This design comes from an exercise in tuning for small area, a short achievable clock period and few clock cycles on the open sky130 flow, not from production work.
At most, simulation tests tie the RTL to the original design; equivalence was not proved.
The RTL of runs 2, 3 and 5 to 7 was laid out without a check of its function.
Power is estimated from default activity; no workload was simulated.

[flow/config.mk]
export PLATFORM = sky130hd
export DESIGN_NAME = cpu
export DESIGN_NICKNAME = cpu
export VERILOG_FILES = /design/flow/design.v
export SDC_FILE = /design/flow/constraint.sdc
export NUM_CORES = 4
export LEC_CHECK = 0
export CAP_MARGIN = 20
export CORE_MARGIN = 2
export CORE_UTILIZATION = 40
export SLEW_MARGIN = 20
[flow/constraint.sdc]
create_clock -name core_clock -period 4.5 [get_ports {clk}]
set_input_delay 0.9000 -clock core_clock [delete_from_list [all_inputs] [get_ports {clk}]]
set_output_delay 0.9000 -clock core_clock [all_outputs]
set_load 0.01 [all_outputs]
[flow/design.v]
module alu
  #(parameter WIDTH = 8)
   (
    input [WIDTH-1:0]  data_1,
    input [WIDTH-1:0]  data_2,
    input              subtract,
    output [WIDTH-1:0] data_out,
    output             carry,
    output             zero             
    );                              
   assign {carry, data_out} = subtract ? data_1 - data_2 : data_1 + data_2;
   assign zero = (data_out == 0);
endmodule
module bus_multiplexer (input [7:0] a_data,
                        input        a_data_en,
                        input [7:0]  pc_data,
                        input        pc_data_en,
                        input [7:0]  ram_data,
                        input        ram_data_en,
                        input [7:0]  ireg_data,
                        input        ireg_data_en,
                        input [7:0]  alu_data,
                        input        alu_data_en,
                        output [7:0] bus
                        );
   assign bus = a_data_en ? a_data :
                pc_data_en ? pc_data :
                ram_data_en ? ram_data :
                ireg_data_en ? ireg_data :
                alu_data_en ? alu_data :
                8'b0;
endmodule
module counter 
  #(parameter WIDTH = 4)
   (
    input              clock,
    input              reset,
    input              clear,
    input              set,
    input              incr_en,
    input [WIDTH-1:0]  data_in,
    output [WIDTH-1:0] data_out
    );
   reg [WIDTH-1:0]     cntr;
   localparam [WIDTH-1:0] ONE = { {WIDTH-1 {1'b0}},  1'b1 };
   always @(posedge clock)
     begin
        if (reset || clear)
          cntr <= 0;
        else if (incr_en)
          cntr <= cntr + ONE;
        else if (set) 
          cntr <= data_in;
     end
   assign data_out = cntr;
endmodule
module cpu_register
  #(parameter WIDTH = 8)
   (
    input              clock,
    input              reset,
    input [WIDTH-1:0]  data_in,
    input              data_in_en,
    output [WIDTH-1:0] data_out
    );
   reg [WIDTH-1:0]     register;
   always @(posedge clock)
     begin
        if (reset)
          register <= 0;
        else if (data_in_en) 
          register <= data_in;         
     end
   assign data_out = register;
endmodule
module ram 
  #(parameter DATA_WIDTH = 8,
    parameter ADDR_WIDTH = 4)
   (
    input                   clock,
    input [DATA_WIDTH-1:0]  data_in,
    input [ADDR_WIDTH-1:0]  addr,
    input                   data_in_en,
    input                   prog_en,
    input [ADDR_WIDTH-1:0]  prog_addr,
    input [DATA_WIDTH-1:0]  prog_data,
    output [DATA_WIDTH-1:0] data_out
    );
   localparam DEPTH = 1 << ADDR_WIDTH;
   reg [DATA_WIDTH-1:0]    mem [0:DEPTH-1];
   always @(posedge clock)
     begin
        if (prog_en)
          mem[prog_addr] <= prog_data;
        else if (data_in_en) 
          mem[addr] <= data_in;
     end
   assign data_out = mem[addr];
endmodule
module ucode(
             input [8:0]   address,
             output reg [15:0] data
             );
   localparam HLT = 16'b1000_0000_0000_0000;   
   localparam MI  = 16'b0100_0000_0000_0000;   
   localparam RI  = 16'b0010_0000_0000_0000;   
   localparam RO  = 16'b0001_0000_0000_0000;   
   localparam IO  = 16'b0000_1000_0000_0000;   
   localparam II  = 16'b0000_0100_0000_0000;   
   localparam AI  = 16'b0000_0010_0000_0000;   
   localparam AO  = 16'b0000_0001_0000_0000;   
   localparam EO  = 16'b0000_0000_1000_0000;   
   localparam SU  = 16'b0000_0000_0100_0000;   
   localparam BI  = 16'b0000_0000_0010_0000;   
   localparam OI  = 16'b0000_0000_0001_0000;   
   localparam CE  = 16'b0000_0000_0000_1000;   
   localparam CO  = 16'b0000_0000_0000_0100;   
   localparam J   = 16'b0000_0000_0000_0010;   
   localparam FI  = 16'b0000_0000_0000_0001;   
   always @ (address) 
     begin 
        casez (address)
          9'b??_0000_000:       data = MI | CO;
          9'b??_0000_001:       data = RO | II | CE;
          9'b??_0000_010:       data = 16'b0;
          9'b??_0000_011:       data = 16'b0;
          9'b??_0000_100:       data = 16'b0;
          9'b??_0000_101:       data = 16'b0;
          9'b??_0000_110:       data = 16'b0;
          9'b??_0000_111:       data = 16'b0;
          9'b??_0001_000:       data = MI | CO;
          9'b??_0001_001:       data = RO | II | CE;
          9'b??_0001_010:       data = MI | IO;
          9'b??_0001_011:       data = RO | AI;
          9'b??_0001_100:       data = 16'b0;
          9'b??_0001_101:       data = 16'b0;
          9'b??_0001_110:       data = 16'b0;
          9'b??_0001_111:       data = 16'b0;
          9'b??_0010_000:       data = MI | CO;
          9'b??_0010_001:       data = RO | II | CE;
          9'b??_0010_010:       data = MI | IO;
          9'b??_0010_011:       data = RO | BI;
          9'b??_0010_100:       data = AI | EO | FI;
          9'b??_0010_101:       data = 16'b0;
          9'b??_0010_110:       data = 16'b0;
          9'b??_0010_111:       data = 16'b0;
          9'b??_0011_000:       data = MI | CO;
          9'b??_0011_001:       data = RO | II | CE;
          9'b??_0011_010:       data = MI | IO;
          9'b??_0011_011:       data = RO | BI;
          9'b??_0011_100:       data = AI | EO | SU | FI;
          9'b??_0011_101:       data = 16'b0;
          9'b??_0011_110:       data = 16'b0;
          9'b??_0011_111:       data = 16'b0;
          9'b??_0100_000:       data = MI | CO;
          9'b??_0100_001:       data = RO | II | CE;
          9'b??_0100_010:       data = MI | IO;
          9'b??_0100_011:       data = AO | RI;
          9'b??_0100_100:       data = 16'b0;
          9'b??_0100_101:       data = 16'b0;
          9'b??_0100_110:       data = 16'b0;
          9'b??_0100_111:       data = 16'b0;
          9'b??_0101_000:       data = MI | CO;
          9'b??_0101_001:       data = RO | II | CE;
          9'b??_0101_010:       data = AI | IO;
          9'b??_0101_011:       data = 16'b0;
          9'b??_0101_100:       data = 16'b0;
          9'b??_0101_101:       data = 16'b0;
          9'b??_0101_110:       data = 16'b0;
          9'b??_0101_111:       data = 16'b0;
          9'b??_0110_000:       data = MI | CO;
          9'b??_0110_001:       data = RO | II | CE;
          9'b??_0110_010:       data = J  | IO;
          9'b??_0110_011:       data = 16'b0;
          9'b??_0110_100:       data = 16'b0;
          9'b??_0110_101:       data = 16'b0;
          9'b??_0110_110:       data = 16'b0;
          9'b??_0110_111:       data = 16'b0;
          9'b?0_0111_000:       data = MI | CO;
          9'b?0_0111_001:       data = RO | II | CE;
          9'b?0_0111_010:       data = 16'b0;
          9'b?0_0111_011:       data = 16'b0;
          9'b?0_0111_100:       data = 16'b0;
          9'b?0_0111_101:       data = 16'b0;
          9'b?0_0111_110:       data = 16'b0;
          9'b?0_0111_111:       data = 16'b0;
          9'b?1_0111_000:       data = MI | CO;
          9'b?1_0111_001:       data = RO | II | CE;
          9'b?1_0111_010:       data = J  | IO;
          9'b?1_0111_011:       data = 16'b0;
          9'b?1_0111_100:       data = 16'b0;
          9'b?1_0111_101:       data = 16'b0;
          9'b?1_0111_110:       data = 16'b0;
          9'b?1_0111_111:       data = 16'b0;
          9'b0?_1000_000:       data = MI | CO;
          9'b0?_1000_001:       data = RO | II | CE;
          9'b0?_1000_010:       data = 16'b0;
          9'b0?_1000_011:       data = 16'b0;
          9'b0?_1000_100:       data = 16'b0;
          9'b0?_1000_101:       data = 16'b0;
          9'b0?_1000_110:       data = 16'b0;
          9'b0?_1000_111:       data = 16'b0;
          9'b1?_1000_000:       data = MI | CO;
          9'b1?_1000_001:       data = RO | II | CE;
          9'b1?_1000_010:       data = J  | IO;
          9'b1?_1000_011:       data = 16'b0;
          9'b1?_1000_100:       data = 16'b0;
          9'b1?_1000_101:       data = 16'b0;
          9'b1?_1000_110:       data = 16'b0;
          9'b1?_1000_111:       data = 16'b0;
          9'b??_1110_000:       data = MI | CO;
          9'b??_1110_001:       data = RO | II | CE;
          9'b??_1110_010:       data = OI | AO;
          9'b??_1110_011:       data = 16'b0;
          9'b??_1110_100:       data = 16'b0;
          9'b??_1110_101:       data = 16'b0;
          9'b??_1110_110:       data = 16'b0;
          9'b??_1110_111:       data = 16'b0;
          9'b??_1111_000:       data = MI | CO;
          9'b??_1111_001:       data = RO | II | CE;
          9'b??_1111_010:       data = HLT;
          9'b??_1111_011:       data = 16'b0;
          9'b??_1111_100:       data = 16'b0;
          9'b??_1111_101:       data = 16'b0;
          9'b??_1111_110:       data = 16'b0;
          9'b??_1111_111:       data = 16'b0;
          default:              data = 16'b0;
        endcase 
     end 
endmodule
module cpu(
           input        clk,
           input        reset,
           input        prog_we,     
           input  [3:0] prog_addr,   
           input  [7:0] prog_data,   
           output [7:0] out,
           output       out_valid,   
           output       halt_o);     
   wire hlt;   
   wire mi;    
   wire ri;    
   wire ro;    
   wire io;    
   wire ii;    
   wire ai;    
   wire ao;    
   wire eo;    
   wire su;    
   wire bi;    
   wire oi;    
   wire ce;    
   wire co;    
   wire j;     
   wire fi;    
   wire [7:0] bus;
   wire [3:0] pc_data;
   wire [7:0] rega_data;
   wire [7:0] regb_data;   
   wire [7:0] ireg_data;
   wire [7:0] oreg_data;
   wire [3:0] mar_data;
   wire [7:0] ram_data;
   wire [7:0] alu_data;
   wire [7:0] flags_data;
   wire       carry_ind;
   wire       zero_ind;
   reg        halted;
   always @(posedge clk)
     begin
        if (reset)
          halted <= 1'b0;
        else if (hlt)
          halted <= 1'b1;
     end
   wire [3:0] opcode;
   assign opcode = ireg_data[7:4];
   ram #(.DATA_WIDTH(8), .ADDR_WIDTH(4)) ram
     (
      .clock(clk),
      .data_in(bus),
      .addr(mar_data),
      .data_in_en(ri),
      .prog_en(reset && prog_we),
      .prog_addr(prog_addr),
      .prog_data(prog_data),
      .data_out(ram_data)
      );
   alu alu1
     (
      .data_1(rega_data),
      .data_2(regb_data),
      .subtract(su),
      .data_out(alu_data),
      .carry(carry_ind),
      .zero(zero_ind)
      );
   cpu_register flags
     (
      .clock(clk),
      .reset(reset),
      .data_in({6'b0, zero_ind, carry_ind}),
      .data_in_en(fi),
      .data_out(flags_data)
     );   
   counter #(.WIDTH(4)) pc
     (.clock(clk),
      .reset(reset),
      .clear(1'b0),
      .set(j),
      .incr_en(ce),
      .data_in(bus[3:0]),
      .data_out(pc_data)
      );
   cpu_register regA
     (
      .clock(clk),
      .reset(reset),
      .data_in(bus),
      .data_in_en(ai),
      .data_out(rega_data)
     );
   cpu_register regB
     (
      .clock(clk),
      .reset(reset),
      .data_in(bus),
      .data_in_en(bi),
      .data_out(regb_data)
     );
   cpu_register ireg
     (
      .clock(clk),
      .reset(reset),
      .data_in(bus),
      .data_in_en(ii),
      .data_out(ireg_data)
     );
   cpu_register oreg
     (
      .clock(clk),
      .reset(reset),
      .data_in(bus),
      .data_in_en(oi),
      .data_out(oreg_data)
      );
   cpu_register #(.WIDTH(4)) mar
     (
      .clock(clk),
      .reset(reset),
      .data_in(bus[3:0]),
      .data_in_en(mi),
      .data_out(mar_data)
      );
   bus_multiplexer busmux
     (
      .a_data(rega_data),
      .a_data_en(ao),
      .pc_data({4'b0000, pc_data}),
      .pc_data_en(co),
      .ram_data(ram_data),
      .ram_data_en(ro),
      .ireg_data({4'b0000, ireg_data[3:0]}),
      .ireg_data_en(io),
      .alu_data(alu_data),
      .alu_data_en(eo),
      .bus(bus)
     );
   wire [2:0]  step_data;
   counter #(.WIDTH(3)) ustepper
     (.clock(clk),
      .reset(reset),
      .clear(1'b0),
      .set(1'b0),
      .incr_en(!halted),
      .data_in(3'b0),
      .data_out(step_data)
     );
   reg [7:0]   t_state;
   always @(step_data)
     begin
        case (step_data)
          3'b000: t_state = 1'b1 << 0;
          3'b001: t_state = 1'b1 << 1;
          3'b010: t_state = 1'b1 << 2;
          3'b011: t_state = 1'b1 << 3;
          3'b100: t_state = 1'b1 << 4;
          3'b101: t_state = 1'b1 << 5;
          3'b110: t_state = 1'b1 << 6;
          3'b111: t_state = 1'b1 << 7;
        endcase  
     end
   wire [8:0] ucaddr;
   assign ucaddr = {flags_data[1:0], ireg_data[7:4], step_data};
   wire [15:0] ucdat;
   ucode ucode(.address(ucaddr), 
               .data(ucdat));
   assign {hlt, mi, ri, ro, io, ii, ai, ao, eo, su, bi, oi, ce, co, j, fi} =
          reset ? 16'd0 : ucdat[15:0];
   reg        oreg_loaded;
   always @(posedge clk)
     begin
        if (reset)
          oreg_loaded <= 1'b0;
        else
          oreg_loaded <= oi;
     end
   assign out = oreg_data;
   assign out_valid = oreg_loaded;
   assign halt_o = halted;
endmodule
[flow/run.sh]
#!/bin/bash
# synth_recipe.tcl (not shown) runs the flow's synth.tcl, then flattens the netlist and writes it again
# the make line also repeats each setting of config.mk as NAME=value (left out here)
make -C /OpenROAD-flow-scripts/flow DESIGN_CONFIG=/design/flow/config.mk WORK_HOME=/design/flow/orfs CLKGATE_MAP_FILE= SYNTH_SCRIPT=/design/flow/synth_recipe.tcl finish
==> results.toml, run 1 <==
[run]
cap_violations = 0

[sta]
setup_tns_ns = 0
period_needed_ns = 3.74
hold_violations = 0
final-max-slew-violation-count = 0
whs_ns = 0.460
fmax_ghz = 0.268
clock-skew-final_ns = 0.00726
min_period_over_period_pct = 83.0
tightest_slew_ns = 0.925
rsz0062_at_grt = "false"
slew_headroom_pct = 38.1
setup_viol = 0

[power]
p_switching_mw = 1.03
comb_power_share_pct = 10.9
p_sw_share_pct = 27.0
clockPowerShare_pct = 40.6
p_int_mw = 2.77
pwr-share-seq_pct = 48.5
peakVddDrop_mv = 0.260
power_mw = 3.80
p_leak_nw = 3.04
p_per_area_nw_per_um2 = 407

[floorplan]
dieArea_um2 = 21500
core_region_area_um2 = 20100
num_rows = 52
fp.dieW_um = 147
die_y_um = 147
start_util_pct = 40.5
io_pins = 25

[detailed_routing]
drt_iter0_markers = 501
wl_mm = 19.8
drc = 0
vias = 5390
drt_pass1_iterations = 5
antenna_left = 0
avgViaCountPerCell = 5.81
routedWlPerCell_um = 21.4

[synth]
syn_avg_cell_area_um2 = 13.3
yosysWarnings = 7
seq_area_frac_synth_pct = 59.7
synth_fa_ha_area_share_pct = 2.55
synth_edf_count = 128
synth-compound-area-share_pct = 9.99
synth_common_cells = "128 x edfxtp_1, 61 x nor2_1, 52 x nand2_1"
ys.flop_type = "edfxtp_1"
yosys.area_share.simple_pct = 12.0
yosysTopAreaCellShare_pct = 47.2
synth-xor-area-share_pct = 1.40
syn_inst = 614
synth_fp_nets = 645
yosys.area.top_type = "edfxtp_1"
synth_top_family_by_area = "simple AND/OR/NAND/NOR gates"
synth_mux_area_share_pct = 11.9
synth-seq-cells = 179
ys_top_cells_by_area = "edfxtp_1 47%, dfxtp_1 13%, mux4_2 11%"
syn_area_um2 = 8140
async_flop_share_pct = 0
ys_types = 67
post-synth-top-count-cell = "edfxtp_1"

[cells_and_area]
finalNetCount = 676
multi_input_area_um2 = 3090
area_growth_pct = 14.7
antenna_cells = 0
regArea_um2 = 4870
final_cell_area_um2 = 9340
finish.utilization_pct = 46.4
fillers = 1765
drive_above_1_share_pct = 16.0

[worst_setup_path]
critical-path-max-stage-delay_ns = 0.55
crit_path_top_delay_cell = "or4b_1"
reg2reg_slack_ns = 0.86
cp-end-kind = "register"
path_max_fanout = 8
crit_type = "primary input to register"
critPathLaunchType = "primary input"
rr_endpoint = "flags.register[1]"
r2r_start = "ustepper.cntr[1]"
path_cells = "clkdlybuf4s50_1 -> nor3_1 -> nand2_1 -> nand2_1 -> o21ai_0 -> fa_1 -> nor2b_1 -> o31ai_1 -> a21oi_1 -> a21oi_1 -> or4b_1 -> o31ai_2"
cp_data_required_time_ns = 4.85
r2r_cells = 14
cp.arrival_ns = 4.09

[clock_network]
cts-root-buf = "clkbuf_16"
clock_sinks = 179
htreeDepth = 4
clkTransAtPathRegs_ns = 0.07
post_cts_resize_count = 0
cts_tree = "yes"
holdBufCountCts = 0
cts_buffers = 17
clk_path_buf_depth = 2
post_cts_buffers = 0
clk_latency_ns = 0.44

[global_routing]
antenna_found_initial = 0
grt-ovfl-total = 0
grt_max_degree = 40
grt_pass1_wl_mm = 31.2
first_global_vias = 5366
track_usage_pct = 19.1

[min_path]
hold_path_class = "register to register"
hold_end = "oreg.register[0]"
worstHoldPathCells = 2
hold_start = "oreg.register[0]"

[placement]
dp_hpwl_mm = 14.0
port_buffers = 24
gp_congestion = 0.891
postPlaceCellArea_um2 = 8710

[status]
run_status = "complete, no violations"
-- logic make-up (layout without fill, tap and decap cells) --
group / after synthesis / count (layout)
AOI/OAI and AO/OA: 119 / 119
xor gates and xnor gates: 13 / 13
adders and majority gates: 16 / 16
buffers and inverters: 44 / 88
DFF: 179 / 179
muxes: 49 / 49
and+or+nand+nor: 194 / 194
-- cell usage in the layout (no fill, tap or decap), types with 12 or more instances in the layout --
master,netlist,routed
nor3_1,12,12
ha_1,15,15
clkdlybuf4s50_1,0,24
nand2_1,52,52
buf_4,2,16
a21oi_1,17,16
inv_1,16,16
clkbuf_16,0,17
nor2_1,61,61
o21ai_0,25,25
nand3_1,15,15
dfxtp_1,51,49
mux4_2,38,38
edfxtp_1,128,128
-- worst max-delay path, delay by kind of cell --
family,cells,cell delay (ns)
AND/OR/NAND/NOR,5,1.43
AO/OA/AOI/OAI,5,0.83
adder cells (fa/ha/maj),1,0.50
buffers and inverters,1,0.43
-- routing by layer --
metal | routed length [um] | vias to the layer above | global-route usage (%)
li1 | - | 2448 | -
met1 | 8640 | 2718 | 25.5
met2 | 9850 | 197 | 31.4
met3 | 1020 | 27 | 4.34
met4 | 330 | 0 | 5.58
met5 | 0 | - | 0
-- stage by stage --
stage	setup slack, ns	cells
after floorplan	0.831	614
after global placement	0.493	896
after detailed placement	0.377	896
after CTS	0.837	928
after global routing	0.573	928
final	0.764	928
-- flip-flops by register name, summed over array words and instances (netlist names), named ones only --
| signal | cells |
|---|---|
| ram.mem | 128 |
| ireg.register | 8 |
| oreg.register | 8 |
| regA.register | 8 |
| regB.register | 8 |
| mar.register | 4 |
| pc.cntr | 4 |
| ustepper.cntr | 3 |
| flags.register | 2 |
| halted | 1 |
| oreg_loaded | 1 |
-- cell type report --
cell class	instances	share of cell area (%)
Sequential cell	179	52.1
Clock buffer	17	4.56
Timing Repair Buffer	40	3.86
Clock inverter	15	2.14
Tap cell	270	3.62
Inverter	16	0.643
Multi-Input combinational cell	391	33.0
-- how the worst max path moves through the flow --
stage / cells after the start / slack, ns / startpoint / end
detailed placement: 12 / 0.38 / reset / flags.register[1]
CTS: 12 / 0.84 / reset / flags.register[1]
finish: 12 / 0.76 / reset / flags.register[1]
floorplan: 9 / 0.83 / reset / flags.register[1]
global route: 12 / 0.57 / reset / flags.register[1]
global placement: 10 / 0.49 / reset / flags.register[1]
-- power groups by stage --
| stage | sequential (mW) | clock (mW) | combinational (mW) |
|---|---|---|---|
| after CTS | 1.84 | 1.57 | 0.409 |
| after floorplan | 1.85 | 0 | 0.310 |
| after global routing | 1.85 | 1.64 | 0.451 |
| final | 1.84 | 1.54 | 0.415 |
| after detailed placement | 1.88 | 0 | 0.406 |
| after global placement | 1.88 | 0 | 0.396 |
Testbench counts, summed over its fixed seeds: cycles 263,072.
==> run 2, diff against run 1 <==
==> flow/design.v (replaced) <==
module cpu(
           input        clk,
           input        reset,
           input        prog_we,     
           input  [3:0] prog_addr,   
           input  [7:0] prog_data,   
           output [7:0] out,
           output       out_valid,   
           output       halt_o);     
   reg [7:0]  mem [0:15];
   reg [7:0]  ir;       
   reg [3:0]  pc;       
   reg [7:0]  opr;      
   reg        e_ld;     
   reg        e_ar;     
   reg        e_sub;
   reg        e_sta;    
   reg        e_out;
   reg        e_hlt;
   reg [7:0]  a;
   reg        c, z;
   reg [7:0]  oreg;
   reg        ovalid;
   reg        halted;
   wire [8:0] sum = {1'b0, a} + {1'b0, opr} + {8'b0, e_sub};
   wire       c_new = sum[8] ^ e_sub;
   wire [7:0] kin = {a[6:0] | opr[6:0], e_sub};
   wire       z_new = &(~(a ^ opr ^ kin));
   wire       c_f = e_ar ? c_new : c;
   wire       z_f = e_ar ? z_new : z;
   wire [3:0] op = ir[7:4];
   wire [3:0] n  = ir[3:0];
   wire d_lda = (op == 4'h1);
   wire d_add = (op == 4'h2);
   wire d_sub = (op == 4'h3);
   wire d_sta = (op == 4'h4);
   wire d_ldi = (op == 4'h5);
   wire d_jmp = (op == 4'h6);
   wire d_jc  = (op == 4'h7);
   wire d_jz  = (op == 4'h8);
   wire d_out = (op == 4'he);
   wire d_hlt = (op == 4'hf);
   wire hold  = d_hlt | (op >= 4'h9 && op <= 4'hd);
   wire [7:0] rd_n = (e_sta && opr[3:0] == n) ? a : mem[n];
   wire [7:0] rd_p = (e_sta && opr[3:0] == pc) ? a : mem[pc];
   wire taken = d_jmp | (d_jc & c_f) | (d_jz & z_f);
   wire [3:0] n_inc  = n + 4'd1;
   wire [3:0] pc_inc = pc + 4'd1;
   wire stall = d_sta && (n == pc);
   always @(posedge clk) begin
      if (reset) begin
         ir <= 8'h00;
         pc <= 4'd0;
      end else if (!hold) begin
         if (stall) begin
            ir <= 8'h00;
         end else if (taken) begin
            ir <= rd_n;
            pc <= n_inc;
         end else begin
            ir <= rd_p;
            pc <= pc_inc;
         end
      end
   end
   always @(posedge clk) begin
      if (reset) begin
         e_ld  <= 1'b0;
         e_ar  <= 1'b0;
         e_sub <= 1'b0;
         e_sta <= 1'b0;
         e_out <= 1'b0;
         e_hlt <= 1'b0;
      end else begin
         e_ld  <= d_lda | d_ldi;
         e_ar  <= d_add | d_sub;
         e_sub <= d_sub;
         e_sta <= d_sta;
         e_out <= d_out;
         e_hlt <= d_hlt;
      end
      opr <= (d_ldi | d_sta) ? {4'b0, n} : (d_sub ? ~rd_n : rd_n);
   end
   always @(posedge clk) begin
      if (reset) begin
         a <= 8'd0;
         c <= 1'b0;
         z <= 1'b0;
         oreg <= 8'd0;
         ovalid <= 1'b0;
         halted <= 1'b0;
      end else begin
         if (e_ld)
           a <= opr;
         else if (e_ar)
           a <= sum[7:0];
         if (e_ar) begin
            c <= c_new;
            z <= z_new;
         end
         if (e_out)
           oreg <= a;
         ovalid <= e_out;
         if (e_hlt)
           halted <= 1'b1;
      end
   end
   wire       we    = reset ? prog_we : e_sta;
   wire [3:0] waddr = reset ? prog_addr : opr[3:0];
   wire [7:0] wdata = reset ? prog_data : a;
   always @(posedge clk)
     if (we)
       mem[waddr] <= wdata;
   assign out = oreg;
   assign out_valid = ovalid;
   assign halt_o = halted;
endmodule
==> run 2 against run 1 <==
Sequential power rose by 34%. Clock power fell by 6%. Setup slack better by 0.016 ns. Register-to-register slack worse by 0.08 ns. Utilization increased by 0.10 points. Worst hold slack worse by 0.018 ns. Synthesized area up 11%. Critical path type is now register to register. Maximum frequency grew 0.43%. Sequential share of layout area is 3.9 points lower. Combinational power rose to 4.7 times the previous value. Flip-flop and latch count grew 3.
==> results.toml, run 2 <==
[global_routing]
grt_pass1_wl_mm = 35.5
first_global_vias = 5927
track_usage_pct = 20.4
grt-ovfl-total = 0
grt_max_degree = 46
antenna_found_initial = 0

[run]
cap_violations = 0

[worst_setup_path]
cp_data_required_time_ns = 4.85
reg2reg_slack_ns = 0.78
critPathLaunchType = "register"
path_cells = "inv_1 -> fa_1 -> inv_1 -> fa_1 -> a211oi_1 -> o32ai_1 -> a311oi_1 -> o21bai_1 -> mux2_2 -> ha_1 -> or3b_1 -> a31oi_1"
critical-path-top-delay-family = "compound AO/OA/AOI/OAI gates"
cp.buffers_inverters = 2
r2r_cells = 12
crit_type = "register to register"
path_max_fanout = 5
r2r_start = "a[0]"
cp-end-kind = "register"
critical-path-max-stage-delay_ns = 0.46
cp.arrival_ns = 4.07
crit_path_top_delay_cell = "fa_1"

[detailed_routing]
routed.top_layer = "met4"
drc = 0
dr_wl_met3_mm = 1.39
wl_met1_mm = 9.04
routedWlPerCell_um = 24.4
avgViaCountPerCell = 5.98
vias = 5651
drt_pass1_iterations = 8
met2_length_mm = 12.1
drt_iter0_markers = 561
wl_mm = 23.0
antenna_left = 0

[sta]
tightest_slew_ns = 0.999
setup_tns_ns = 0
final-max-slew-violation-count = 0
min_period_over_period_pct = 82.7
fmax_ghz = 0.269
rsz0062_at_grt = "false"
slew_headroom_pct = 33.3
whs_ns = 0.442
hold_violations = 0
period_needed_ns = 3.72
clock-skew-final_ns = 0.0136
setup_viol = 0

[synth]
synth_top_family_by_area = "multiplexers"
ys.flop_type = "edfxtp_1"
synth-compound-area-share_pct = 6.01
synth-seq-cells = 182
yosys.area_share.simple_pct = 7.05
post-synth-top-count-cell = "edfxtp_1"
synth_edf_count = 128
ys_types = 52
syn_avg_cell_area_um2 = 14.5
synth_mux_area_share_pct = 24.4
syn_inst = 621
synth_fa_ha_area_share_pct = 2.53
synth-xor-area-share_pct = 2.33
ys_top_cells_by_area = "edfxtp_1 43%, mux4_2 20%, dfxtp_1 12%"
yosysTopAreaCellShare_pct = 42.6
yosysWarnings = 1
async_flop_share_pct = 0
yosys.area.top_type = "edfxtp_1"
seq_area_frac_synth_pct = 54.6
synth_common_cells = "128 x edfxtp_1, 80 x mux4_2, 54 x dfxtp_1"
synth_fp_nets = 653
syn_area_um2 = 9010

[power]
peakVddDrop_mv = 0.268
power_mw = 5.87
p_leak_nw = 3.28
p_per_area_nw_per_um2 = 574

[status]
run_status = "complete, no violations"

[cells_and_area]
area_growth_pct = 13.4
final_cell_mix = "128 x edfxtp_1, 80 x mux4_2, 53 x nor2_1"
drive_above_1_share_pct = 23.8
antenna_cells = 0
finalNetCount = 684
layout_commonest_cell = "edfxtp_1"
regMostFlops = "mem"
largest_register_ffs = 128

[clock_network]
post_cts_buffers = 0
clkTransAtPathRegs_ns = 0.08
cts-root-buf = "clkbuf_16"
clk_path_buf_depth = 2
clock_sinks = 182
htreeDepth = 4
post_cts_resize_count = 0
cts_buffers = 17
cts_tree = "yes"
clk_latency_ns = 0.44
holdBufCountCts = 0

[floorplan]
io_pins = 25
die_y_um = 154
start_util_pct = 41.0
dieArea_um2 = 23800
core_region_area_um2 = 22000
fp.dieW_um = 154
num_rows = 54

[placement]
gp_congestion = 0.835
port_buffers = 24
dp_hpwl_mm = 15.9

[min_path]
worstHoldPathCells = 2
hold_path_class = "register to register"
hold_start = "e_hlt"
hold_end = "halted"
==> run 2: changes by cell type after synthesis, sizes merged, moves of 6 or more <==
cell    before  now
clkbuf       9   24
a21oi       19    9
nor2        61   53
xnor2        7   16
nand2       53   38
mux2i        8   28
o22ai        7    0
mux4        38   80
o21a         7    1
o31ai        9    1
inv         16   23
a31oi       11    5
==> run 2: layout make-up <==
class	instances	area, um2
Clock buffer	17	425
Clock inverter	15	155
Fill cell	1881	11700
Inverter	23	86.3
Multi-Input combinational cell	374	3810
Sequential cell	182	4930
Tap cell	280	350
Timing Repair Buffer	54	460
==> run 2: power by group <==
| group | internal [mW] | switching, mW | total [mW] |
|---|---|---|---|
| registers | 2.00 | 0.462 | 2.47 |
| logic | 1.03 | 0.919 | 1.95 |
| clock network | 0.739 | 0.710 | 1.45 |
| total | 3.78 | 2.09 | 5.87 |
==> run 2: cell families after synthesis <==
| logic type | after synthesis |
|---|---|
| and+or+nand+nor | 137 |
| DFF | 182 |
| AOI/OAI and AO/OA | 81 |
| muxes | 115 |
| adders and majority gates | 17 |
| buffers and inverters | 65 |
| xor gates and xnor gates | 24 |
==> run 2: worst max path at each step <==
stage / from / to / cells after the start
detailed placement: a[0] / register / 12
global route: a[0] / register / 12
finish: a[0] / register / 12
CTS: a[0] / register / 12
floorplan: opr[0] / register / 14
global placement: a[0] / register / 12
==> run 2: worst register-to-register path, cell delays in order (launching register included) <==
cell	delay (ns)
dfxtp_1	0.45
inv_1	0.13
fa_1	0.46
inv_1	0.09
fa_1	0.24
a211oi_1	0.12
o32ai_1	0.36
a311oi_1	0.17
o21bai_1	0.41
mux2_2	0.39
ha_1	0.23
or3b_1	0.38
a31oi_1	0.20
==> run 2: metal layers <==
layer | track usage [%] | up-vias
li1 | - | 2495
met1 | 25.7 | 2908
met5 | 0 | -
met4 | 6.85 | 0
met3 | 4.03 | 35
met2 | 35.2 | 213
==> run 2: stage by stage <==
| stage | area [um2] | cells | util (%) | setup WS (ns) |
|---|---|---|---|---|
| after floorplan | 9010 | 621 | - | 0.874 |
| after detailed placement | 9640 | 913 | 43.9 | 0.829 |
| after global placement | 9640 | 913 | 43.9 | 0.948 |
| after global routing | 10200 | 945 | 46.5 | 0.538 |
| after CTS | 10200 | 945 | 46.5 | 0.793 |
| final | 10200 | 945 | 46.5 | 0.780 |
==> run 3, diff against run 2 <==
--- a/flow/config.mk
+++ b/flow/config.mk
@@ -9,3 +9,4 @@
 export CORE_MARGIN = 2
 export CORE_UTILIZATION = 40
+export SETUP_SLACK_MARGIN = 2.5
 export SLEW_MARGIN = 20
==> run 3 against run 2 <==
Still clean. Die area stayed put. Via count increased by 4.6%. Global-route usage increased by 0.98 points. Synthesized cell count did not move. Synthesized area unchanged. Power grew 11%. Setup slack better by 0.60 ns. Critical path depth rose by 3. Non-clock buffer count grew 37. Final area is 11% higher. Combinational power up 32%.
==> results.toml, run 3 <==
[detailed_routing]
avgViaCountPerCell = 6.02
antenna_left = 0
vias = 5910
wl_mm = 24.8
drt_pass1_iterations = 5
drt_iter0_markers = 545
drc = 0
routedWlPerCell_um = 25.3

[worst_setup_path]
cp_data_required_time_ns = 4.85
cp.arrival_ns = 3.47
crit_cells = 15
crit_type = "register to register"
critical-path-max-stage-delay_ns = 0.41
path_max_fanout = 6
path_cells = "inv_4 -> fa_2 -> inv_2 -> fa_2 -> a211oi_4 -> o32ai_2 -> buf_4 -> a311oi_4 -> o21bai_4 -> buf_4 -> buf_6 -> buf_6 -> buf_12 -> or3_4 -> a31oi_4"
r2r_cells = 15
critPathLaunchType = "register"
critical-path-top-delay-family = "compound AO/OA/AOI/OAI gates"
cp.buffers_inverters = 7
cp-end-kind = "register"
crit_path_top_delay_cell = "fa_2"

[power]
peakVddDrop_mv = 0.253
p_per_area_nw_per_um2 = 570
p_leak_nw = 3.77
power_mw = 6.49

[cells_and_area]
multi_input_area_um2 = 4370
fillers = 1743
regArea_um2 = 4960
regMostFlops = "mem"
area_growth_pct = 26.2
fin_cells = 982
final_cell_mix = "128 x edfxtp_1, 80 x mux4_2, 39 x dfxtp_1"
layout_commonest_cell = "edfxtp_1"
finalNetCount = 721
drive_above_1_share_pct = 41.0
antenna_cells = 0
largest_register_ffs = 128

[placement]
gp_congestion = 0.884
dp_hpwl_mm = 15.5
port_buffers = 24
dp_cells = 890
post-place-ws_ns = 1.12

[clock_network]
clk_latency_ns = 0.44
htreeDepth = 4
clock_sinks = 182
cts-root-buf = "clkbuf_16"
clkTransAtPathRegs_ns = 0.07
cts_tree = "yes"
cts_buffers = 17
clk_path_buf_depth = 2

[sta]
final-max-slew-violation-count = 0
setup_tns_ns = 0
hold_violations = 0
slew_headroom_pct = 40.4
clock-skew-final_ns = 0.0108
layout_setup_ws_ns = 1.38
fmax_ghz = 0.321
rsz0062_at_grt = "true"
min_period_over_period_pct = 69.3
whs_ns = 0.441
setup_viol = 0
tightest_slew_ns = 0.894
period_needed_ns = 3.12

[floorplan]
io_pins = 25
die_y_um = 154
num_rows = 54
start_util_pct = 41.0
core_region_area_um2 = 22000
fp.dieW_um = 154
dieArea_um2 = 23800

[global_routing]
track_usage_pct = 21.3
grt-ovfl-total = 0
first_global_vias = 6055
grt_pass1_wl_mm = 36.9
grt_max_degree = 33
antenna_found_initial = 0

[synth]
ys_types = 52
post-synth-top-count-cell = "edfxtp_1"
syn_avg_cell_area_um2 = 14.5
ys.flop_type = "edfxtp_1"
syn_area_um2 = 9010
yosys.area.top_type = "edfxtp_1"
synth_common_cells = "128 x edfxtp_1, 80 x mux4_2, 54 x dfxtp_1"
synth-seq-cells = 182
yosysTopAreaCellShare_pct = 42.6
seq_area_frac_synth_pct = 54.6
ys_top_cells_by_area = "edfxtp_1 43%, mux4_2 20%, dfxtp_1 12%"
yosysWarnings = 1
synth_edf_count = 128
synth_fp_nets = 653
async_flop_share_pct = 0
syn_inst = 621

[status]
run_status = "complete, no violations"

[min_path]
worstHoldPathCells = 2
hold_path_class = "register to register"

[run]
cap_violations = 0
==> run 3: timing repair <==
action | 4_1_cts | 5_1_grt
pin swaps | 33 | 25
endpoints found under the setup margin | 250 | 181
buffers inserted | 39 | 20
hold buffers | 0 | 0
gates resized for setup | 60 | 66
cloned | 0 | 1
==> run 3: logic make-up after synthesis <==
logic type | Yosys count | synth area share, %
flip-flops | 182 | 54.6
XOR/XNOR | 24 | 2.33
AND/OR/NAND/NOR | 137 | 7.05
adder cells (fa/ha/maj) | 17 | 2.53
multiplexers | 115 | 24.4
AO/OA/AOI/OAI | 81 | 6.01
buffers and inverters | 65 | 3.05
==> run 3: through the flow <==
step	utilization [%]	area, um2
CTS	49.7	10900
detailed placement	44.2	9700
finish	51.8	11400
floorplan	-	9350
global placement	44.2	9700
global route	51.8	11400
==> run 3: final cells by class <==
type	instances	share of cell area [%]
flip-flops and latches	182	43.6
multi-input cells	374	38.4
repair buffers	91	9.21
clock buffers	17	3.74
well taps	280	3.08
clock inverters	15	1.17
inverters	23	0.803
==> run 3: tightest hold or removal path: stages (launching register included) <==
cell and delay [ns]:
dfxtp_1 0.31, nor2_1 0.04, nor2_1 0.06
==> run 3: final timing paths <==
kind	startpoint	end	slack, ns
worst max-delay path	opr[0]	register	1.38
worst min-delay path	e_hlt	halted	0.44
worst max register to register	opr[0]	register	1.38
worst min register to register	e_hlt	halted	0.44
==> run 3: power breakdown <==
group	switching [mW]	internal, mW	total, mW
sequential	0.453	2.03	2.48
combinational	1.21	1.38	2.58
clock	0.699	0.731	1.43
==> run 3: metal layers <==
metal  track usage, %  wire, um
met1             28.0     10100
met5                0         0
met3             4.20      1520
met4             9.03       800
met2             34.9     12400
==> run 4, diff against run 3 <==
--- a/flow/design.v
+++ b/flow/design.v
@@ -45,6 +45,4 @@
    wire [7:0] rd_p = (e_sta && opr[3:0] == pc) ? a : mem[pc];
    wire taken = d_jmp | (d_jc & c_f) | (d_jz & z_f);
-   wire [3:0] n_inc  = n + 4'd1;
-   wire [3:0] pc_inc = pc + 4'd1;
    wire stall = d_sta && (n == pc);
    always @(posedge clk) begin
@@ -57,8 +55,8 @@
          end else if (taken) begin
             ir <= rd_n;
-            pc <= n_inc;
+            pc <= n + 4'd1;
          end else begin
             ir <= rd_p;
-            pc <= pc_inc;
+            pc <= pc + 4'd1;
          end
       end
--- a/flow/config.mk
+++ b/flow/config.mk
@@ -9,4 +9,3 @@
 export CORE_MARGIN = 2
 export CORE_UTILIZATION = 40
-export SETUP_SLACK_MARGIN = 2.5
 export SLEW_MARGIN = 20
==> run 4 against run 3 <==
Still clean. Setup slack worse by 0.65 ns. Clock skew up 0.0065 ns. Via count down 5.3%. Routed wire length down 8.5%. Non-clock buffer count down 37. Combinational power down 24%. Sequential power down 2%. Sequential share of layout area up 4.6 points. Critical path type unchanged. Highest routed layer unchanged.
==> results.toml, run 4 <==
[cells_and_area]
area_growth_pct = 13.4
antenna_cells = 0
fillers = 1884
regArea_um2 = 4930
finalNetCount = 684
drive_above_1_share_pct = 23.8
regMostFlops = "mem"
largest_register_ffs = 128
layout_commonest_cell = "edfxtp_1"
final_cell_mix = "128 x edfxtp_1, 80 x mux4_2, 53 x nor2_1"
multi_input_area_um2 = 3810

[synth]
ys.flop_type = "edfxtp_1"
yosys.area.top_type = "edfxtp_1"
yosysTopAreaCellShare_pct = 42.6
ys_types = 52
synth_common_cells = "128 x edfxtp_1, 80 x mux4_2, 54 x dfxtp_1"
seq_area_frac_synth_pct = 54.6
syn_area_um2 = 9010
ys_top_cells_by_area = "edfxtp_1 43%, mux4_2 20%, dfxtp_1 12%"
syn_inst = 621
synth_edf_count = 128
synth-seq-cells = 182
post-synth-top-count-cell = "edfxtp_1"
yosysWarnings = 1
syn_avg_cell_area_um2 = 14.5
async_flop_share_pct = 0
synth_fp_nets = 653

[sta]
fmax_ghz = 0.265
min_period_over_period_pct = 83.7
setup_viol = 0
layout_setup_ws_ns = 0.731
hold_violations = 0
slew_headroom_pct = 36.1
tightest_slew_ns = 0.952
setup_tns_ns = 0
clock-skew-final_ns = 0.0173
final-max-slew-violation-count = 0
rsz0062_at_grt = "false"
period_needed_ns = 3.77

[clock_network]
clk_path_buf_depth = 2
cts_tree = "yes"
clk_latency_ns = 0.44
holdBufCountCts = 0
post_cts_resize_count = 0
cts-root-buf = "clkbuf_16"
post_cts_buffers = 0
clkTransAtPathRegs_ns = 0.07
cts_buffers = 17
clock_sinks = 182
htreeDepth = 4

[worst_setup_path]
reg2reg_slack_ns = 0.73
critPathLaunchType = "register"
cp-end-kind = "register"
startpoint = "a[0]"
r2r_start = "a[0]"
r2r_cells = 12
crit_type = "register to register"
path_max_fanout = 5
cp_data_required_time_ns = 4.85
cp.arrival_ns = 4.11

[floorplan]
num_rows = 54
fp.dieW_um = 154
die_y_um = 154
io_pins = 25
core_region_area_um2 = 22000
start_util_pct = 41.0
dieArea_um2 = 23800

[global_routing]
grt_max_degree = 45
grt_pass1_wl_mm = 34.2
antenna_found_initial = 0
grt-ovfl-total = 0
track_usage_pct = 19.6
first_global_vias = 5781

[power]
p_per_area_nw_per_um2 = 574
power_mw = 5.87
p_leak_nw = 3.28
peakVddDrop_mv = 0.349

[detailed_routing]
wl_mm = 22.7
drt_iter0_markers = 463
routedWlPerCell_um = 24.0
drc = 0
drt_pass1_iterations = 5
vias = 5596
avgViaCountPerCell = 5.92
antenna_left = 0

[min_path]
hold_path_class = "register to register"
hold_start = "e_hlt"

[status]
run_status = "complete, no violations"

[placement]
post-place-ws_ns = 0.836
port_buffers = 24
gp_congestion = 0.841
dp_hpwl_mm = 15.8

[run]
cap_violations = 0
[run 4: area by class of cell]
class	instances	share of cell area [%]
inverter	23	0.845
clock buffer	17	4.16
sequential	182	48.2
tap	280	3.43
timing repair buffer	54	4.51
multi-input combinational	374	37.3
clock inverter	15	1.52
[run 4: cell families (layout without fill, tap and decap cells)]
kind of cell,after synthesis,after routing,share of synthesized area [%]
mux,115,115,24.4
buf+inv,65,109,3.05
compound gates,81,81,6.01
fa+ha+maj,17,17,2.53
flops,182,182,54.6
simple gates,137,137,7.05
xor+xnor,24,24,2.33
[run 4: worst max-delay path: stages (launching register included)]
cell      delay (ns)
dfxtp_1         0.46
inv_1           0.14
fa_1            0.46
inv_1           0.10
fa_1            0.23
a211oi_1        0.12
o32ai_1         0.37
a311oi_1        0.17
o21bai_1        0.40
mux2_2          0.39
ha_1            0.23
or3b_1          0.38
a31oi_1         0.22
[run 4: worst min path at each step]
stage             end  slack, ns  cells past startpoint
2_1_floorplan  halted       0.41                      2
6_report       halted       0.45                      2
4_1_cts        halted       0.45                      2
3_5_place_dp   halted       0.43                      2
3_3_place_gp   halted       0.43                      2
5_1_grt        halted       0.50                      2
[run 4: where the power goes]
group / internal, mW / switching, mW / total [mW]
sequential: 2.00 / 0.436 / 2.44
combinational: 1.03 / 0.933 / 1.97
clock: 0.742 / 0.721 / 1.46
[run 4: through the flow]
step / util (%) / hold slack, ns / instance area [um2] / cells
6_report: 46.5 / 0.446 / 10200 / 945
5_1_grt: 46.5 / 0.497 / 10200 / 945
4_1_cts: 46.5 / 0.452 / 10200 / 945
3_5_place_dp: 43.9 / 0.434 / 9640 / 913
3_3_place_gp: 43.9 / 0.432 / 9640 / 913
2_1_floorplan: - / 0.411 / 9010 / 621
[run 4: layer usage]
layer	share of wire, %	vias up	global-route usage (%)
met3	5.0	34	4.00
li1	-	2497	-
met5	0	-	0
met4	2.3	0	6.99
met2	52	183	34.5
met1	41	2882	24.1
Testbench counts of run 4, summed over its fixed seeds: cycles 34,497.
==> run 5, diff against run 4 <==
--- a/flow/design.v
+++ b/flow/design.v
@@ -23,5 +23,28 @@
    reg        ovalid;
    reg        halted;
-   wire [8:0] sum = {1'b0, a} + {1'b0, opr} + {8'b0, e_sub};
+   wire [7:0] ag = a & opr;
+   wire [7:0] ap = a ^ opr;
+   wire [8:0] cy;                     
+   assign cy[0] = e_sub;
+   wire g0  = ag[0] | (ap[0] & e_sub);             
+   wire g10 = ag[1] | (ap[1] & g0);                
+   wire g32 = ag[3] | (ap[3] & ag[2]);
+   wire p32 = ap[3] & ap[2];
+   wire g54 = ag[5] | (ap[5] & ag[4]);
+   wire p54 = ap[5] & ap[4];
+   wire g76 = ag[7] | (ap[7] & ag[6]);
+   wire p76 = ap[7] & ap[6];
+   wire g30 = g32 | (p32 & g10);                    
+   wire g74 = g76 | (p76 & g54);
+   wire p74 = p76 & p54;
+   assign cy[1] = g0;
+   assign cy[2] = g10;
+   assign cy[3] = ag[2] | (ap[2] & g10);
+   assign cy[4] = g30;
+   assign cy[5] = ag[4] | (ap[4] & g30);
+   assign cy[6] = g54 | (p54 & g30);
+   assign cy[7] = ag[6] | (ap[6] & cy[6]);
+   assign cy[8] = g74 | (p74 & g30);
+   wire [8:0] sum = {cy[8], ap ^ cy[7:0]};
    wire       c_new = sum[8] ^ e_sub;
    wire [7:0] kin = {a[6:0] | opr[6:0], e_sub};
@@ -45,4 +68,6 @@
    wire [7:0] rd_p = (e_sta && opr[3:0] == pc) ? a : mem[pc];
    wire taken = d_jmp | (d_jc & c_f) | (d_jz & z_f);
+   wire [3:0] n_inc  = {n[3] ^ (&n[2:0]), n[2] ^ (&n[1:0]), n[1] ^ n[0], ~n[0]};
+   wire [3:0] pc_inc = {pc[3] ^ (&pc[2:0]), pc[2] ^ (&pc[1:0]), pc[1] ^ pc[0], ~pc[0]};
    wire stall = d_sta && (n == pc);
    always @(posedge clk) begin
@@ -55,8 +80,8 @@
          end else if (taken) begin
             ir <= rd_n;
-            pc <= n + 4'd1;
+            pc <= n_inc;
          end else begin
             ir <= rd_p;
-            pc <= pc + 4'd1;
+            pc <= pc_inc;
          end
       end
--- a/flow/config.mk
+++ b/flow/config.mk
@@ -9,3 +9,4 @@
 export CORE_MARGIN = 2
 export CORE_UTILIZATION = 40
+export SETUP_SLACK_MARGIN = 2.5
 export SLEW_MARGIN = 20
==> run 5 against run 4 <==
Register-to-register slack improved by 1.1 ns. Via count increased by 1.9%. Global-route usage increased by 1.2 points. Routed wire length increased by 5.8%. Combinational power increased by 51%. Flip-flop and latch count unchanged. Power increased by 18%. Sequential power decreased by 3%. Critical path depth increased by 4. Final area increased by 11%. Sequential share of layout area decreased by 4.5 points. Largest power group is now combinational logic.
==> results.toml, run 5 <==
[status]
run_status = "complete, no violations"

[synth]
syn_area_um2 = 8880
synth_common_cells = "128 x edfxtp_1, 76 x mux4_2, 61 x nor2_1"
syn_inst = 602
yosys.area.top_type = "edfxtp_1"
syn_avg_cell_area_um2 = 14.8
ys.flop_type = "edfxtp_1"
yosysWarnings = 1
synth_fp_nets = 639
yosysTopAreaCellShare_pct = 43.3
seq_area_frac_synth_pct = 55.4
async_flop_share_pct = 0
ys_types = 57
ys_top_cells_by_area = "edfxtp_1 43%, mux4_2 19%, dfxtp_1 12%"
synth-seq-cells = 182
synth_edf_count = 128
post-synth-top-count-cell = "edfxtp_1"

[clock_network]
clkTransAtPathRegs_ns = 0.07
cts_buffers = 17
cts_tree = "yes"
clk_latency_ns = 0.44
cts-root-buf = "clkbuf_16"
clk_path_buf_depth = 2
htreeDepth = 4
clock_sinks = 182

[cells_and_area]
finish.utilization_pct = 51.8
fin_cells = 970
area_growth_pct = 27.4
largest_register_ffs = 128
regMostFlops = "mem"
antenna_cells = 0
finalNetCount = 714
layout_commonest_cell = "edfxtp_1"
final_cell_mix = "128 x edfxtp_1, 76 x mux4_2, 44 x nor2_1"
drive_above_1_share_pct = 42.2

[sta]
fmax_ghz = 0.369
slew_headroom_pct = 38.9
layout_setup_ws_ns = 1.79
min_period_over_period_pct = 60.3
period_needed_ns = 2.71
setup_tns_ns = 0
hold_violations = 0
setup_viol = 0
rsz0062_at_grt = "true"
final-max-slew-violation-count = 0
clock-skew-final_ns = 0.0115
tightest_slew_ns = 0.916

[worst_setup_path]
cp-end-kind = "register"
crit_path_top_delay_cell = "fa_2"
critPathLaunchType = "register"
path_max_fanout = 2
path_cells = "inv_4 -> fa_2 -> inv_2 -> fa_2 -> a21o_1 -> o21ai_2 -> buf_4 -> buf_4 -> buf_4 -> buf_4 -> nand2_1 -> fa_2 -> xnor2_2 -> a211oi_2 -> a21oi_1 -> nor2_1"
critical-path-top-delay-family = "adder cells"
cp.buffers_inverters = 6
reg2reg_slack_ns = 1.79
r2r_start = "a[0]"
cp.arrival_ns = 3.09
cp_data_required_time_ns = 4.88
r2r_cells = 16
rr_endpoint = "a[7]"
crit_type = "register to register"
critPathMostFrequentCell = "buf_4"
critical-path-max-stage-delay_ns = 0.37

[global_routing]
first_global_vias = 5910
grt_pass1_wl_mm = 36.1
antenna_found_initial = 0
grt-ovfl-total = 0
grt_max_degree = 42
track_usage_pct = 20.8

[floorplan]
core_region_area_um2 = 21800
num_rows = 54
start_util_pct = 40.7
fp.dieW_um = 153
dieArea_um2 = 23400
die_y_um = 153
io_pins = 25

[power]
p_leak_nw = 3.89
power_mw = 6.95
peakVddDrop_mv = 0.304
p_per_area_nw_per_um2 = 614

[detailed_routing]
wl_mm = 24.0
routedWlPerCell_um = 24.8
antenna_left = 0
drt_pass1_iterations = 7
drc = 0
avgViaCountPerCell = 5.88
drt_iter0_markers = 455
vias = 5702

[min_path]
worstHoldPathCells = 2
hold_path_class = "register to register"
hold_start = "e_hlt"
hold_end = "halted"

[placement]
dp_hpwl_mm = 14.9
gp_congestion = 0.807
post-place-ws_ns = 1.52
port_buffers = 24
dp_cells = 876

[run]
cap_violations = 0
run 5: worst register-to-register path, cell delays in order, from the launching register on:
cell and delay [ns]:
dfxtp_4 0.35, inv_4 0.06, fa_2 0.20, inv_2 0.04, fa_2 0.33, a21o_1 0.22, o21ai_2 0.15, buf_4 0.13
buf_4 0.09, buf_4 0.09, buf_4 0.09, nand2_1 0.06, fa_2 0.37, xnor2_2 0.15, a211oi_2 0.18, a21oi_1 0.06
nor2_1 0.10
run 5: kinds of logic (layout without fill, tap and decap cells):
group           count (synthesis)  count (layout)  synth area share, %
mux                           105             105                 22.6
compound gates                 86              86                 6.78
fa+ha+maj                      22              22                 3.52
xor+xnor                       24              24                 2.37
flops                         182             182                 55.4
simple gates                  119             119                 6.10
buf+inv                        64             152                 3.18
run 5: routing by layer:
layer | share of wire, % | track usage (%)
met5 | 0 | 0
met4 | 3.4 | 8.11
met3 | 5.2 | 3.35
met2 | 51 | 35.1
met1 | 41 | 27.3
run 5: final cells by class:
class,count,area [um2]
clock buffers,17,425
clock inverters,15,204
fillers,1754,10500
inverters,25,98.8
multi-input cells,356,4180
flip-flops and latches,182,4950
well taps,280,350
repair buffers,95,1110
run 5: worst max path at each step:
stage	from	to	slack (ns)	cells past startpoint
final	a[0]	a[7]	1.79	16
after global routing	opr[0]	a[7]	1.70	16
after CTS	a[0]	register	1.77	11
after detailed placement	opr[0]	ir[7]	1.52	11
after global placement	a[2]	register	1.58	8
after floorplan	opr[0]	register	1.85	13
run 5: stage by stage:
step                hold WS [ns]  area, um2
finish                     0.454      11300
global route               0.470      11300
CTS                        0.460      10900
detailed placement         0.441       9580
global placement           0.428       9580
floorplan                  0.411       9160
run 5: power by group:
part	switching (mW)	internal (mW)	total (mW)
Sequential	0.336	2.03	2.37
Combinational	1.44	1.53	2.97
Clock	0.712	0.901	1.61
run 5: timing repair:
item                       in CTS  in global routing
hold endpoints to repair        0                  0
pin swaps                      42                 25
setup buffers                  48                 13
resized for setup              60                 49
hold buffers                    0                  0
setup endpoints to repair     216                200
gates cloned                    0                  1
==> run 6, diff against run 5 <==
--- a/flow/config.mk
+++ b/flow/config.mk
@@ -9,4 +9,4 @@
 export CORE_MARGIN = 2
 export CORE_UTILIZATION = 40
-export SETUP_SLACK_MARGIN = 2.5
+export SETUP_SLACK_MARGIN = 3.0
 export SLEW_MARGIN = 20
==> run 6 against run 5 <==
Synthesized area is the same. Critical path depth shrank 5. Utilization grew 1.5 points. Largest power group unchanged. Cell count grew 1.0%. Die area is the same. Maximum frequency shrank 1.9%. Non-clock buffer count grew 7. Still clean on timing, DRC and antenna. Sequential share of layout area shrank 0.92 points. Register-to-register slack lost 0.05 ns. Sequential power grew 2%. Clock skew is essentially flat.
==> results.toml, run 6 <==
[worst_setup_path]
r2r_start = "opr[0]"
cp_data_required_time_ns = 4.86
r2r_cells = 11
cp.arrival_ns = 3.12
critical-path-max-stage-delay_ns = 0.44
crit_path_top_delay_cell = "a221o_2"
crit_type = "register to register"
reg2reg_slack_ns = 1.74
path_cells = "inv_4 -> fa_1 -> inv_1 -> fa_2 -> a21o_1 -> o21ai_2 -> a32oi_2 -> xnor2_2 -> a221o_2 -> or2_4 -> o221ai_4"
path_max_fanout = 8
critical-path-top-delay-family = "compound AO/OA/AOI/OAI gates"
cp.buffers_inverters = 2
cp-end-kind = "register"
rr_endpoint = "ir[2]"
critPathLaunchType = "register"

[sta]
tightest_slew_ns = 0.898
final-max-slew-violation-count = 0
setup_tns_ns = 0
setup_viol = 0
min_period_over_period_pct = 61.4
rsz0062_at_grt = "true"
slew_headroom_pct = 40.1
hold_violations = 0
clock-skew-final_ns = 0.0118
whs_ns = 0.449
period_needed_ns = 2.76
layout_setup_ws_ns = 1.74
fmax_ghz = 0.362

[clock_network]
cts-root-buf = "clkbuf_16"
cts_buffers = 17
htreeDepth = 4
clkTransAtPathRegs_ns = 0.07
clk_path_buf_depth = 2
holdBufCountCts = 0
clock_sinks = 182
cts_tree = "yes"
clk_latency_ns = 0.44

[synth]
yosys.area.top_type = "edfxtp_1"
synth_fp_nets = 639
async_flop_share_pct = 0
yosysTopAreaCellShare_pct = 43.3
ys_types = 57
syn_area_um2 = 8880
synth-seq-cells = 182
synth_edf_count = 128
synth_common_cells = "128 x edfxtp_1, 76 x mux4_2, 61 x nor2_1"
post-synth-top-count-cell = "edfxtp_1"
ys.flop_type = "edfxtp_1"
yosysWarnings = 1
ys_top_cells_by_area = "edfxtp_1 43%, mux4_2 19%, dfxtp_1 12%"
seq_area_frac_synth_pct = 55.4
syn_inst = 602
syn_avg_cell_area_um2 = 14.8

[global_routing]
grt_pass1_wl_mm = 38.0
grt-ovfl-total = 0
antenna_found_initial = 0
grt_max_degree = 33
first_global_vias = 5960
track_usage_pct = 22.1

[cells_and_area]
final_cell_area_um2 = 11600
antenna_cells = 0
area_growth_pct = 31.2
finish.utilization_pct = 53.4
layout_commonest_cell = "edfxtp_1"
drive_above_1_share_pct = 49.6
final_cell_mix = "128 x edfxtp_1, 76 x mux4_2, 43 x nor2_1"
finalNetCount = 724
regMostFlops = "mem"
largest_register_ffs = 128

[detailed_routing]
avgViaCountPerCell = 6.00
drt_iter0_markers = 601
drt_pass1_iterations = 4
antenna_left = 0
wl_mm = 26.2
drc = 0
routedWlPerCell_um = 26.8
vias = 5879

[power]
peakVddDrop_mv = 0.335
p_per_area_nw_per_um2 = 617
p_leak_nw = 3.94

[floorplan]
die_y_um = 153
num_rows = 54
io_pins = 25
dieArea_um2 = 23400
start_util_pct = 40.7
core_region_area_um2 = 21800
fp.dieW_um = 153

[min_path]
hold_path_class = "register to register"
hold_end = "halted"
worstHoldPathCells = 2
hold_start = "e_hlt"

[placement]
gp_congestion = 0.883
port_buffers = 24
dp_hpwl_mm = 16.9
postPlaceCellArea_um2 = 9720
post-place-ws_ns = 1.44

[status]
run_status = "complete, no violations"

[run]
cap_violations = 0
run 6: metal layers:
layer  vias up  part of all wire, %  global-route usage, %
met1      3036                   39                   28.7
met2       268                   51                   37.3
met4         0                  3.1                   7.98
li1       2530                    -                      -
met5         -                    0                      0
met3        45                  7.1                   4.14
run 6: power by group:
group / leakage, nW / total, mW / internal, mW / switching (mW)
Sequential: 1.63 / 2.42 / 2.04 / 0.377
Clock: 0.273 / 1.44 / 0.735 / 0.704
Combinational: 2.04 / 3.33 / 1.69 / 1.64
run 6: cells by family after synthesis:
family          count (synthesis)  synth area share, %
simple gates                  119                 6.10
mux                           105                 22.6
xor+xnor                       24                 2.37
buf+inv                        64                 3.18
flops                         182                 55.4
compound gates                 86                 6.78
fa+ha+maj                      22                 3.52
run 6: worst register-to-register path, delay by kind of cell (launching register included):
family                   cells  cell delay (ns)
XOR/XNOR                     1             0.17
adder cells (fa/ha/maj)      2             0.50
buffers and inverters        2             0.12
AND/OR/NAND/NOR              1             0.37
AO/OA/AOI/OAI                5             1.18
flip-flops                   1             0.35
run 6: layout make-up:
class	count	area [um2]
Multi-Input combinational cell	359	4420
Inverter	25	104
Tap cell	280	350
Clock buffer	18	429
Sequential cell	182	4990
Fill cell	1695	10200
Clock inverter	14	134
Timing Repair Buffer	102	1220
run 6: what timing repair did:
item                       in CTS  in global routing
pin swaps                      56                 36
buffers inserted               48                 18
cloned                          4                  2
setup endpoints to repair     310                224
gates resized for setup       170                 48
run 6: metrics by stage:
stage	power, mW	std cells
after floorplan	4.30	602
after global placement	4.91	876
after detailed placement	4.92	876
after CTS	6.82	960
after global routing	7.50	980
final	7.19	980
run 6: how the worst max path moves through the flow:
stage	startpoint	endpoint	slack [ns]	cells after the start
after floorplan	opr[0]	register	1.85	13
after global placement	opr[0]	register	1.56	11
after detailed placement	opr[0]	ir[2]	1.44	11
after CTS	opr[0]	register	1.75	11
after global routing	a[5]	register	1.62	8
final	opr[0]	ir[2]	1.74	11
==> run 7, diff against run 6 <==
--- a/flow/design.v
+++ b/flow/design.v
@@ -8,5 +8,5 @@
            output       out_valid,   
            output       halt_o);     
-   reg [7:0]  mem [0:15];
+   reg [127:0] mem;
    reg [7:0]  ir;       
    reg [3:0]  pc;       
@@ -52,4 +52,12 @@
    wire       c_f = e_ar ? c_new : c;
    wire       z_f = e_ar ? z_new : z;
+   function [7:0] ram_rd(input [127:0] m, input [3:0] ad);
+      integer k;
+      begin
+         ram_rd = 8'd0;
+         for (k = 0; k < 16; k = k + 1)
+           ram_rd = ram_rd | (m[k*8 +: 8] & {8{ad == k}});
+      end
+   endfunction
    wire [3:0] op = ir[7:4];
    wire [3:0] n  = ir[3:0];
@@ -65,6 +73,6 @@
    wire d_hlt = (op == 4'hf);
    wire hold  = d_hlt | (op >= 4'h9 && op <= 4'hd);
-   wire [7:0] rd_n = (e_sta && opr[3:0] == n) ? a : mem[n];
-   wire [7:0] rd_p = (e_sta && opr[3:0] == pc) ? a : mem[pc];
+   wire [7:0] rd_n = (e_sta && opr[3:0] == n) ? a : ram_rd(mem, n);
+   wire [7:0] rd_p = (e_sta && opr[3:0] == pc) ? a : ram_rd(mem, pc);
    wire taken = d_jmp | (d_jc & c_f) | (d_jz & z_f);
    wire [3:0] n_inc  = {n[3] ^ (&n[2:0]), n[2] ^ (&n[1:0]), n[1] ^ n[0], ~n[0]};
@@ -132,7 +140,12 @@
    wire [3:0] waddr = reset ? prog_addr : opr[3:0];
    wire [7:0] wdata = reset ? prog_data : a;
-   always @(posedge clk)
-     if (we)
-       mem[waddr] <= wdata;
+   genvar i;
+   generate
+      for (i = 0; i < 16; i = i + 1) begin : ram
+         always @(posedge clk)
+           if (we && waddr == i)
+             mem[i*8 +: 8] <= wdata;
+      end
+   endgenerate
    assign out = oreg;
    assign out_valid = ovalid;
--- a/flow/config.mk
+++ b/flow/config.mk
@@ -9,4 +9,5 @@
 export CORE_MARGIN = 2
 export CORE_UTILIZATION = 40
-export SETUP_SLACK_MARGIN = 3.0
+export CTS_BUF_LIST = sky130_fd_sc_hd__clkbuf_4 sky130_fd_sc_hd__clkbuf_8
+export SETUP_SLACK_MARGIN = 2.5
 export SLEW_MARGIN = 20
==> run 7 against run 6 <==
Sequential share of layout area shrank 1.0 points. Combinational power grew 5%. Setup slack improved by 0.24 ns. Critical path depth rose by 1. Largest cell class unchanged. Flip-flop and latch count shrank 8. Worst hold slack improved by 0.036 ns. Register-to-register slack better by 0.24 ns. Final area shrank 1.1%. Clock skew increased by 0.012 ns.
==> results.toml, run 7 <==
[cells_and_area]
largest_register_ffs = 128
antenna_cells = 0
finalNetCount = 909
layout_commonest_cell = "edfxtp_1"
area_growth_pct = 29.0
drive_above_1_share_pct = 34.2
fin_cells = 1159
regMostFlops = "mem"
final_cell_mix = "128 x edfxtp_1, 54 x buf_4, 47 x nand2_1"

[floorplan]
fp.dieW_um = 153
dieArea_um2 = 23500
core_region_area_um2 = 21900
io_pins = 25
start_util_pct = 40.8
die_y_um = 153
num_rows = 54

[worst_setup_path]
critical-path-top-delay-family = "adder cells"
cp.buffers_inverters = 2
path_max_fanout = 2
crit_type = "register to register"
cp-end-kind = "register"
crit_path_top_delay_cell = "fa_2"
critPathMostFrequentCell = "fa_2"
cp.arrival_ns = 2.93
cp_data_required_time_ns = 4.90
critical-path-max-stage-delay_ns = 0.37
path_cells = "inv_4 -> fa_2 -> inv_2 -> fa_2 -> a211oi_4 -> o21bai_1 -> a21o_1 -> fa_2 -> xnor2_2 -> a211oi_2 -> a21oi_1 -> nor2_1"
critPathLaunchType = "register"

[sta]
fmax_ghz = 0.396
rsz0062_at_grt = "true"
whs_ns = 0.485
period_needed_ns = 2.53
hold_violations = 0
tightest_slew_ns = 0.931
final-max-slew-violation-count = 0
clock-skew-final_ns = 0.0241
min_period_over_period_pct = 56.2
setup_viol = 0
setup_tns_ns = 0
slew_headroom_pct = 37.8

[global_routing]
grt_max_degree = 42
grt-ovfl-total = 0
antenna_found_initial = 0
first_global_vias = 7288
grt_pass1_wl_mm = 45.6
track_usage_pct = 25.7

[run]
cap_violations = 0

[clock_network]
clk_path_buf_depth = 2
clock_sinks = 174
cts_tree = "yes"
clkTransAtPathRegs_ns = 0.10
clk_latency_ns = 0.48
cts-root-buf = "clkbuf_8"
htreeDepth = 4
cts_buffers = 17
holdBufCountCts = 0

[min_path]
hold_path_class = "register to register"

[synth]
synth_edf_count = 128
seq_area_frac_synth_pct = 53.4
yosysTopAreaCellShare_pct = 43.1
syn_avg_cell_area_um2 = 11.3
synth-seq-cells = 174
ys_top_cells_by_area = "edfxtp_1 43%, dfxtp_1 10%, ha_1 3.2%"
post-synth-top-count-cell = "edfxtp_1"
async_flop_share_pct = 0
synth_fp_nets = 834
yosys.area.top_type = "edfxtp_1"
syn_inst = 791
synth_common_cells = "128 x edfxtp_1, 53 x nand2_1, 50 x a21oi_1, 50 x nor2_1, 46 x dfxtp_1"
yosysWarnings = 1
ys.flop_type = "edfxtp_1"
syn_area_um2 = 8930
ys_types = 68

[detailed_routing]
avgViaCountPerCell = 6.45
routedWlPerCell_um = 26.4
drc = 0
antenna_left = 0
wl_mm = 30.6
drt_pass1_iterations = 7
drt_iter0_markers = 971
vias = 7479

[placement]
port_buffers = 24
gp_congestion = 0.919
dp_hpwl_mm = 17.7
dp_cells = 1045

[power]
p_per_area_nw_per_um2 = 597
p_leak_nw = 3.90
peakVddDrop_mv = 0.265
power_mw = 6.87

[status]
run_status = "complete, no violations"
run 7: cells by family (layout without fill, tap and decap cells):
logic type / after synthesis / in the layout / share of synthesized area, %
flops: 174 / 174 / 53.4
buf+inv: 92 / 180 / 4.37
fa+ha+maj: 28 / 28 / 4.35
xor+xnor: 24 / 24 / 2.36
compound gates: 252 / 252 / 20.6
mux: 44 / 44 / 5.48
simple gates: 177 / 177 / 9.43
run 7: path summary, 6_finish.rpt:
check | start | to | slack [ns] | depth (start not counted)
max | e_sub | a[7] | 1.97 | 12
min | e_hlt | halted | 0.49 | 2
max reg2reg | e_sub | a[7] | 1.97 | 12
min reg2reg | e_hlt | halted | 0.49 | 2
run 7: where the power goes:
group          switching, mW  internal, mW
combinational           1.89          1.59
clock                  0.607         0.521
sequential             0.329          1.93
run 7: layer usage:
| layer | global-route usage [%] | share of wire (%) | vias to the layer above |
|---|---|---|---|
| li1 | - | - | 3225 |
| met2 | 40.1 | 46 | 486 |
| met1 | 36.2 | 41 | 3687 |
| met4 | 8.65 | 2.9 | 0 |
| met3 | 4.76 | 10 | 81 |
| met5 | 0 | 0 | - |
run 7: stage by stage:
stage | worst slack (ns) | util, % | area [um2]
2_1_floorplan | 2.05 | - | 9340
3_3_place_gp | 1.70 | 44.1 | 9650
3_5_place_dp | 1.64 | 44.1 | 9650
4_1_cts | 1.98 | 51.2 | 11200
5_1_grt | 1.82 | 52.6 | 11500
6_report | 1.97 | 52.6 | 11500
run 7: repair_timing:
item                                    4_1_cts  5_1_grt
gates resized for setup                     102       62
setup buffers                                66       14
endpoints found under the setup margin      221      197
pin swaps                                    54       36
cloned                                        2        0
run 7: cell type report:
type,count,area (um2)
fillers,1863,10400
flip-flops and latches,174,4810
multi-input cells,525,4500
repair buffers,118,1330
well taps,280,350
clock buffers,19,249
clock inverters,13,153
inverters,30,125
run 7: worst register-to-register path: stages, from the launching register on:
cell and delay (ns):
dfxtp_2 0.35, inv_4 0.07, fa_2 0.20, inv_2 0.04
fa_2 0.36, a211oi_4 0.25, o21bai_1 0.11, a21o_1 0.22
fa_2 0.37, xnor2_2 0.14, a211oi_2 0.17, a21oi_1 0.06
nor2_1 0.11

## port drivers added, routing unchanged
The results above use ideal ports. As a check the final layouts listed here were re-extracted and re-timed, cells and wires unchanged. Step 1 sets driving cells, clkbuf_16 on the clock port and buf_2 on the other inputs (assumed; they add their load-dependent delay and slew). Step 2 moves the port delays by t, midway between the first and last clock arrival at a register: inputs arrive t later, outputs are due t later. That takes back most of the time a late clock gives input paths. Slacks: ideal / step 1 / step 2; pairs: ideal / step 1.
run	t (ns)	slack for setup (ns)	clock arrival spread, ns
run 1	0.473	0.764 / 0.785 / 0.312	0.009 / 0.009
run 2	0.482	0.780 / 0.780 / 0.780	0.014 / 0.014
run 3	0.478	1.382 / 1.382 / 1.382	0.011 / 0.011
run 4	0.478	0.731 / 0.731 / 0.731	0.019 / 0.018
run 5	0.486	1.788 / 1.788 / 1.788	0.012 / 0.012
run 6	0.481	1.736 / 1.736 / 1.736	0.012 / 0.013
run 7	0.510	1.972 / 1.972 / 1.972	0.026 / 0.025
After both steps setup and hold are still met in every run listed. For run 1, which loses most, drivers alone change the setup slack by +0.021 ns; drivers and shift together by -0.452 ns.
